What follows belongs to an exercise in optimizing a design on an open flow for small area, a short achievable clock period and few clock cycles per item; a production flow would make more cautious choices.
Where RTL was checked, it was by simulation tests only, not by an equivalence proof against the original.

==> 05-25 <==
## polinomio
module polinomio(clk, inicio, reset, a, b, c, x, saida, pronto, livre);
    input clk;
    input inicio;
    input reset;
    input [15:0] a;
    input [15:0] b;
    input [15:0] c;
    input [15:0] x;
    output [15:0] saida;
    output pronto;
    output livre;
    reg [15:0] acc;
    reg livre_r;    
    reg pronto_r;
    wire [15:0] m = livre_r ? a : acc;
    wire [15:0] kn = livre_r ? ~b : ~c;    
    wire [15:0] y;
    mac16 u0(m, x, kn, y);
    always @(posedge clk) begin
        acc <= y;
        if (reset) begin
            livre_r <= 1'b1;
            pronto_r <= 1'b0;
        end else begin
            livre_r <= ~(livre_r & inicio);
            pronto_r <= ~livre_r;
        end
    end
    assign saida = acc;
    assign pronto = pronto_r;
    assign livre = livre_r;
endmodule
Settings: LEC_CHECK=0, CAP_MARGIN=20, CORE_MARGIN=2, CORE_UTILIZATION=40, SETUP_SLACK_MARGIN=2.8, SLEW_MARGIN=20, SYNTH_HIERARCHICAL=1; clock period 9.0 ns.
standard.sh (not shown) runs the stock make flow with config.mk's settings and CLKGATE_MAP_FILE= SYNTH_SCRIPT=/design/flow/synth_recipe.tcl, a recipe that flattens the netlist after the stock synthesis.
==> flow/flow/run.sh <==
#!/bin/bash
# Standard ORFS layout, except that the port buffers are sky130_fd_sc_hd__buf_1.
set -o pipefail
cp standard.sh standard.sh.txt
export BUFFER_PORTS_ARGS="-buffer_cell sky130_fd_sc_hd__buf_1"
bash standard.sh > standard.log 2>&1
==> 07-16 (differences from 05-25) <==
--- a/flow/design.v
+++ b/flow/design.v
@@ -135,95 +135,87 @@
     wire p130 = ~(m[12] & x[3]);
     wire p131 = ~(m[13] & x[0]);
     wire p132 = ~(m[13] & x[1]);
     wire p133 = ~(m[13] & x[2]);
     wire p134 = ~(m[14] & x[0]);
     wire p135 = ~(m[14] & x[1]);
     wire p136 = ~(m[15] & x[0]);
     wire s137, c138;
-    xnor_cell h138(kn[1], p17, s137);
-    or_cell o138(kn[1], p17, c138);
+    han_cell h138(kn[1], p17, s137, c138);
     wire s139, c140;
     fa_cell f140(kn[2], p18, p3, s139, c140);
     wire s141, c142;
-    xnor_cell h142(p32, c138, s141);
-    or_cell o142(p32, c138, c142);
+    han_cell h142(p32, c138, s141, c142);
     wire s143, c144;
     fa_cell f144(kn[3], p19, p33, s143, c144);
     wire s145, c146;
     fa_cell f146(p4, p46, c140, s145, c146);
     wire s147, c148;
-    xnor_cell h148(s143, c142, s147);
-    or_cell o148(s143, c142, c148);
+    han_cell h148(s143, c142, s147, c148);
     wire s149, c150;
     fa_cell f150(kn[4], p20, p34, s149, c150);
     wire s151, c152;
     fa_cell f152(p47, p5, p59, s151, c152);
     wire s153, c154;
     fa_cell f154(c144, s149, s151, s153, c154);
     wire s155, c156;
-    xnor_cell h156(c146, c148, s155);
-    or_cell o156(c146, c148, c156);
+    han_cell h156(c146, c148, s155, c156);
     wire s157, c158;
     fa_cell f158(kn[5], p21, p35, s157, c158);
     wire s159, c160;
     fa_cell f160(p48, p6, p60, s159, c160);
     wire s161, c162;
     fa_cell f162(p71, c150, c152, s161, c162);
     wire s163, c164;
     fa_cell f164(s157, s159, c154, s163, c164);
     wire s165, c166;
-    xnor_cell h166(s161, c156, s165);
-    or_cell o166(s161, c156, c166);
+    han_cell h166(s161, c156, s165, c166);
     wire s167, c168;
     fa_cell f168(kn[6], p22, p36, s167, c168);
     wire s169, c170;
     fa_cell f170(p49, p61, p7, s169, c170);
     wire s171, c172;
     fa_cell f172(p72, p82, c158, s171, c172);
     wire s173, c174;
     fa_cell f174(c160, s167, s169, s173, c174);
     wire s175, c176;
     fa_cell f176(c162, s171, s173, s175, c176);
     wire s177, c178;
-    xnor_cell h178(c164, c166, s177);
-    or_cell o178(c164, c166, c178);
+    han_cell h178(c164, c166, s177, c178);
     wire s179, c180;
     fa_cell f180(kn[7], p23, p37, s179, c180);
     wire s181, c182;
     fa_cell f182(p50, p62, p73, s181, c182);
     wire s183, c184;
     fa_cell f184(p8, p83, p92, s183, c184);
     wire s185, c186;
     fa_cell f186(c168, c170, s179, s185, c186);
     wire s187, c188;
     fa_cell f188(s181, s183, c172, s187, c188);
     wire s189, c190;
     fa_cell f190(c174, s185, s187, s189, c190);
     wire s191, c192;
-    xnor_cell h192(c176, c178, s191);
-    or_cell o192(c176, c178, c192);
+    han_cell h192(c176, c178, s191, c192);
     wire s193, c194;
     fa_cell f194(kn[8], p101, p24, s193, c194);
     wire s195, c196;
     fa_cell f196(p38, p51, p63, s195, c196);
     wire s197, c198;
     fa_cell f198(p74, p84, p9, s197, c198);
     wire s199, c200;
     fa_cell f200(p93, c180, c182, s199, c200);
     wire s201, c202;
     fa_cell f202(c184, s193, s195, s201, c202);
     wire s203, c204;
     fa_cell f204(s197, c186, s199, s203, c204);
     wire s205, c206;
     fa_cell f206(s201, c188, s203, s205, c206);
     wire s207, c208;
-    xnor_cell h208(c190, s205, s207);
-    or_cell o208(c190, s205, c208);
+    han_cell h208(c190, s205, s207, c208);
     wire s209, c210;
     fa_cell f210(kn[9], p10, p102, s209, c210);
     wire s211, c212;
     fa_cell f212(p109, p25, p39, s211, c212);
     wire s213, c214;
     fa_cell f214(p52, p64, p75, s213, c214);
     wire s215, c216;
     fa_cell f216(p85, p94, c194, s215, c216);
@@ -231,18 +223,17 @@
     fa_cell f218(c196, c198, s209, s217, c218);
     wire s219, c220;
     fa_cell f220(s211, s213, c200, s219, c220);
     wire s221, c222;
     fa_cell f222(c202, s215, s217, s221, c222);
     wire s223, c224;
     fa_cell f224(c204, s219, s221, s223, c224);
     wire s225, c226;
-    xnor_cell h226(c206, s223, s225);
-    or_cell o226(c206, s223, c226);
+    han_cell h226(c206, s223, s225, c226);
     wire s227, c228;
     fa_cell f228(kn[10], p103, p11, s227, c228);
     wire s229, c230;
     fa_cell f230(p110, p116, p26, s229, c230);
     wire s231, c232;
     fa_cell f232(p40, p53, p65, s231, c232);
     wire s233, c234;
     fa_cell f234(p76, p86, p95, s233, c234);
@@ -252,18 +243,17 @@
     fa_cell f238(s227, s229, s231, s237, c238);
     wire s239, c240;
     fa_cell f240(s233, c216, c218, s239, c240);
     wire s241, c242;
     fa_cell f242(s235, s237, c220, s241, c242);
     wire s243, c244;
     fa_cell f244(c222, s239, s241, s243, c244);
     wire s245, c246;
-    xnor_cell h246(c224, s243, s245);
-    or_cell o246(c224, s243, c246);
+    han_cell h246(c224, s243, s245, c246);
     wire s247, c248;
     fa_cell f248(kn[11], p104, p111, s247, c248);
     wire s249, c250;
     fa_cell f250(p117, p12, p122, s249, c250);
     wire s251, c252;
     fa_cell f252(p27, p41, p54, s251, c252);
     wire s253, c254;
     fa_cell f254(p66, p77, p87, s253, c254);
@@ -275,18 +265,17 @@
     fa_cell f260(s249, s251, s253, s259, c260);
     wire s261, c262;
     fa_cell f262(c236, c238, s255, s261, c262);
     wire s263, c264;
     fa_cell f264(s257, s259, c240, s263, c264);
     wire s265, c266;
     fa_cell f266(s261, c242, s263, s265, c266);
     wire s267, c268;
-    xnor_cell h268(c244, s265, s267);
-    or_cell o268(c244, s265, c268);
+    han_cell h268(c244, s265, s267, c268);
     wire s269, c270;
     fa_cell f270(kn[12], p105, p112, s269, c270);
     wire s271, c272;
     fa_cell f272(p118, p123, p127, s271, c272);
     wire s273, c274;
     fa_cell f274(p13, p28, p42, s273, c274);
     wire s275, c276;
     fa_cell f276(p55, p67, p78, s275, c276);
@@ -300,18 +289,17 @@
     fa_cell f284(s275, c256, c258, s283, c284);
     wire s285, c286;
     fa_cell f286(c260, s277, s279, s285, c286);
     wire s287, c288;
     fa_cell f288(s281, c262, s283, s287, c288);
     wire s289, c290;
     fa_cell f290(s285, c264, s287, s289, c290);
     wire s291, c292;
-    xnor_cell h292(c266, s289, s291);
-    or_cell o292(c266, s289, c292);
+    han_cell h292(c266, s289, s291, c292);
     wire s293, c294;
     fa_cell f294(kn[13], p106, p113, s293, c294);
     wire s295, c296;
     fa_cell f296(p119, p124, p128, s295, c296);
     wire s297, c298;
     fa_cell f298(p131, p14, p29, s297, c298);
     wire s299, c300;
     fa_cell f300(p43, p56, p68, s299, c300);
@@ -327,18 +315,17 @@
     fa_cell f310(c278, c280, c282, s309, c310);
     wire s311, c312;
     fa_cell f312(s303, s305, s307, s311, c312);
     wire s313, c314;
     fa_cell f314(c284, c286, s309, s313, c314);
     wire s315, c316;
     fa_cell f316(s311, c288, s313, s315, c316);
     wire s317, c318;
-    xnor_cell h318(c290, s315, s317);
-    or_cell o318(c290, s315, c318);
+    han_cell h318(c290, s315, s317, c318);
     wire s319, c320;
     fa_cell f320(kn[14], p107, p114, s319, c320);
     wire s321, c322;
     fa_cell f322(p120, p125, p129, s321, c322);
     wire s323, c324;
     fa_cell f324(p132, p134, p15, s323, c324);
     wire s325, c326;
     fa_cell f326(p30, p44, p57, s325, c326);
@@ -356,18 +343,17 @@
     fa_cell f338(c306, c308, s329, s337, c338);
     wire s339, c340;
     fa_cell f340(s331, s333, c310, s339, c340);
     wire s341, c342;
     fa_cell f342(s335, c312, s337, s341, c342);
     wire s343, c344;
     fa_cell f344(c314, s339, s341, s343, c344);
     wire s345, c346;
-    xnor_cell h346(c316, s343, s345);
-    or_cell o346(c316, s343, c346);
+    han_cell h346(c316, s343, s345, c346);
     wire s347, c348;
     fa_cell f348(kn[15], p100, p108, s347, c348);
     wire s349, c350;
     fa_cell f350(p115, p121, p126, s349, c350);
     wire s351, c352;
     fa_cell f352(p130, p133, p135, s351, c352);
     wire s353, c354;
     fa_cell f354(p136, p16, p31, s353, c354);
@@ -387,54 +373,23 @@
     fa_cell f368(s357, s359, s361, s367, c368);
     wire s369, c370;
     fa_cell f370(s363, c336, c338, s369, c370);
     wire s371, c372;
     fa_cell f372(s365, s367, c340, s371, c372);
     wire s373, c374;
     fa_cell f374(c342, s369, s371, s373, c374);
     wire s375, c376;
-    xnor_cell h376(c344, c346, s375);
+    han_cell h376(c344, c346, s375, c376);
     wire [15:0] r0n = {s373, c318, c292, c268, c246, c226, c208, c192, s189, s175, s163, s153, s147, s139, p2, kn[0]};
     wire [15:0] r1n = {s375, s345, s317, s291, s267, s245, s225, s207, s191, s177, s165, s155, s145, s141, s137, p1};
     wire [15:0] r0 = ~r0n;
     wire [15:0] r1 = ~r1n;
-    wire [15:0] g0, p0;
-    nor_cell gn0(r0n[0], r1n[0], g0[0]);
-    xor_cell pn0(r0n[0], r1n[0], p0[0]);
-    nor_cell gn1(r0n[1], r1n[1], g0[1]);
-    xor_cell pn1(r0n[1], r1n[1], p0[1]);
-    nor_cell gn2(r0n[2], r1n[2], g0[2]);
-    xor_cell pn2(r0n[2], r1n[2], p0[2]);
-    nor_cell gn3(r0n[3], r1n[3], g0[3]);
-    xor_cell pn3(r0n[3], r1n[3], p0[3]);
-    nor_cell gn4(r0n[4], r1n[4], g0[4]);
-    xor_cell pn4(r0n[4], r1n[4], p0[4]);
-    nor_cell gn5(r0n[5], r1n[5], g0[5]);
-    xor_cell pn5(r0n[5], r1n[5], p0[5]);
-    nor_cell gn6(r0n[6], r1n[6], g0[6]);
-    xor_cell pn6(r0n[6], r1n[6], p0[6]);
-    nor_cell gn7(r0n[7], r1n[7], g0[7]);
-    xor_cell pn7(r0n[7], r1n[7], p0[7]);
-    nor_cell gn8(r0n[8], r1n[8], g0[8]);
-    xor_cell pn8(r0n[8], r1n[8], p0[8]);
-    nor_cell gn9(r0n[9], r1n[9], g0[9]);
-    xor_cell pn9(r0n[9], r1n[9], p0[9]);
-    nor_cell gn10(r0n[10], r1n[10], g0[10]);
-    xor_cell pn10(r0n[10], r1n[10], p0[10]);
-    nor_cell gn11(r0n[11], r1n[11], g0[11]);
-    xor_cell pn11(r0n[11], r1n[11], p0[11]);
-    nor_cell gn12(r0n[12], r1n[12], g0[12]);
-    xor_cell pn12(r0n[12], r1n[12], p0[12]);
-    nor_cell gn13(r0n[13], r1n[13], g0[13]);
-    xor_cell pn13(r0n[13], r1n[13], p0[13]);
-    nor_cell gn14(r0n[14], r1n[14], g0[14]);
-    xor_cell pn14(r0n[14], r1n[14], p0[14]);
-    nor_cell gn15(r0n[15], r1n[15], g0[15]);
-    xor_cell pn15(r0n[15], r1n[15], p0[15]);
+    wire [15:0] g0 = r0 & r1;
+    wire [15:0] p0 = r0 ^ r1;
     wire g377 = g0[1] | (p0[1] & g0[0]);
     wire q378 = p0[1] & p0[0];
     wire g379 = g0[3] | (p0[3] & g0[2]);
     wire q380 = p0[3] & p0[2];
     wire g381 = g0[5] | (p0[5] & g0[4]);
     wire q382 = p0[5] & p0[4];
     wire g383 = g0[7] | (p0[7] & g0[6]);
     wire q384 = p0[7] & p0[6];
@@ -518,36 +473,22 @@
     assign co = (a & b) | (a & c) | (b & c);
 endmodule
 module ha_cell(a, b, s, co);
     input a, b;
     output s, co;
     assign s = a ^ b;
     assign co = a & b;
 endmodule
-module xnor_cell(a, b, s);
+module han_cell(a, b, s, co);
     input a, b;
-    output s;
+    output s, co;
     assign s = ~(a ^ b);
-endmodule
-module or_cell(a, b, co);
-    input a, b;
-    output co;
     assign co = a | b;
 endmodule
-module nor_cell(a, b, y);
-    input a, b;
-    output y;
-    assign y = ~(a | b);
-endmodule
-module xor_cell(a, b, y);
-    input a, b;
-    output y;
-    assign y = a ^ b;
-endmodule
 module polinomio(clk, inicio, reset, a, b, c, x, saida, pronto, livre);
     input clk;
     input inicio;
     input reset;
     input [15:0] a;
     input [15:0] b;
     input [15:0] c;
     input [15:0] x;
Settings changed: SETUP_SLACK_MARGIN 2.8 to 3.3.
==> summary of the runs <==
Of 07-16 and 05-25, 07-16 has the higher global-route usage (gap 0.062 points).
Against 07-16, the wire length of 05-25 is smaller by about 11%.
Of 07-16 and 05-25, 05-25 has the higher clock skew (gap 0.0017 ns).
Against 07-16, the critical path depth of 05-25 is lower by 4.
Between 07-16 and 05-25, the lower core utilization is in 05-25 (gap 3.7 points).
==> figures <==
item                                                                07-16           05-25
Placement Cell Area                                            5100 sq um      4670 sq um
Run status                                                 finished clean  finished clean
Delay of the slowest cell on the worst path                       0.58 ns         0.51 ns
Total number of cells along the worst setup path                       18              14
Number of setup buffers added after CTS                                20               0
Number of cells in the finished layout apart from fillers             723             631
Req. time, crit path                                              9.13 ns         9.19 ns
Tmin final                                                        5.94 ns         5.95 ns
Fraction of area in multi-input gates                               72.0%           80.9%
Die H                                                              111 um          108 um
Testbench counts of 05-25, summed over its fixed seeds: cycles 6,400, items 3,200.
No functional check of the RTL was part of 07-16.

[port drivers added, routing unchanged]
How much do the figures lean on ideal ports? The routed layouts below were timed once more, with nothing changed but the port constraints.
Step 1 assumes that a clkbuf_16 drives the clock port and a buf_2 every other input.
Step 2 adds t to the input delays and takes it off the output delays; t is the mean of the earliest and latest rising clock arrival at the registers after step 1. Input paths then give back, and output paths get back, about the clock's delay inside the block.
a / b / c = ideal / step 1 / step 2; a / b = the first two.
| run | t (ns) | slack for setup (ns) | latest minus earliest clock arrival (ns) | worst register clock-pin slew, ns | pins driven straight from the clock port |
|---|---|---|---|---|---|
| 05-25 | 0.287 | 3.051 / 3.055 / 2.768 | 0.002 / 0.002 | 0.08 / 0.08 | 1 |
| 07-16 | 0.279 | 3.059 / 3.066 / 2.787 | 0.001 / 0.001 | 0.05 / 0.05 | 1 |
After both steps every run listed still meets setup and hold. The setup slack of 05-25, which loses most, moves by +0.004 ns with the drivers and by -0.283 ns with both steps.
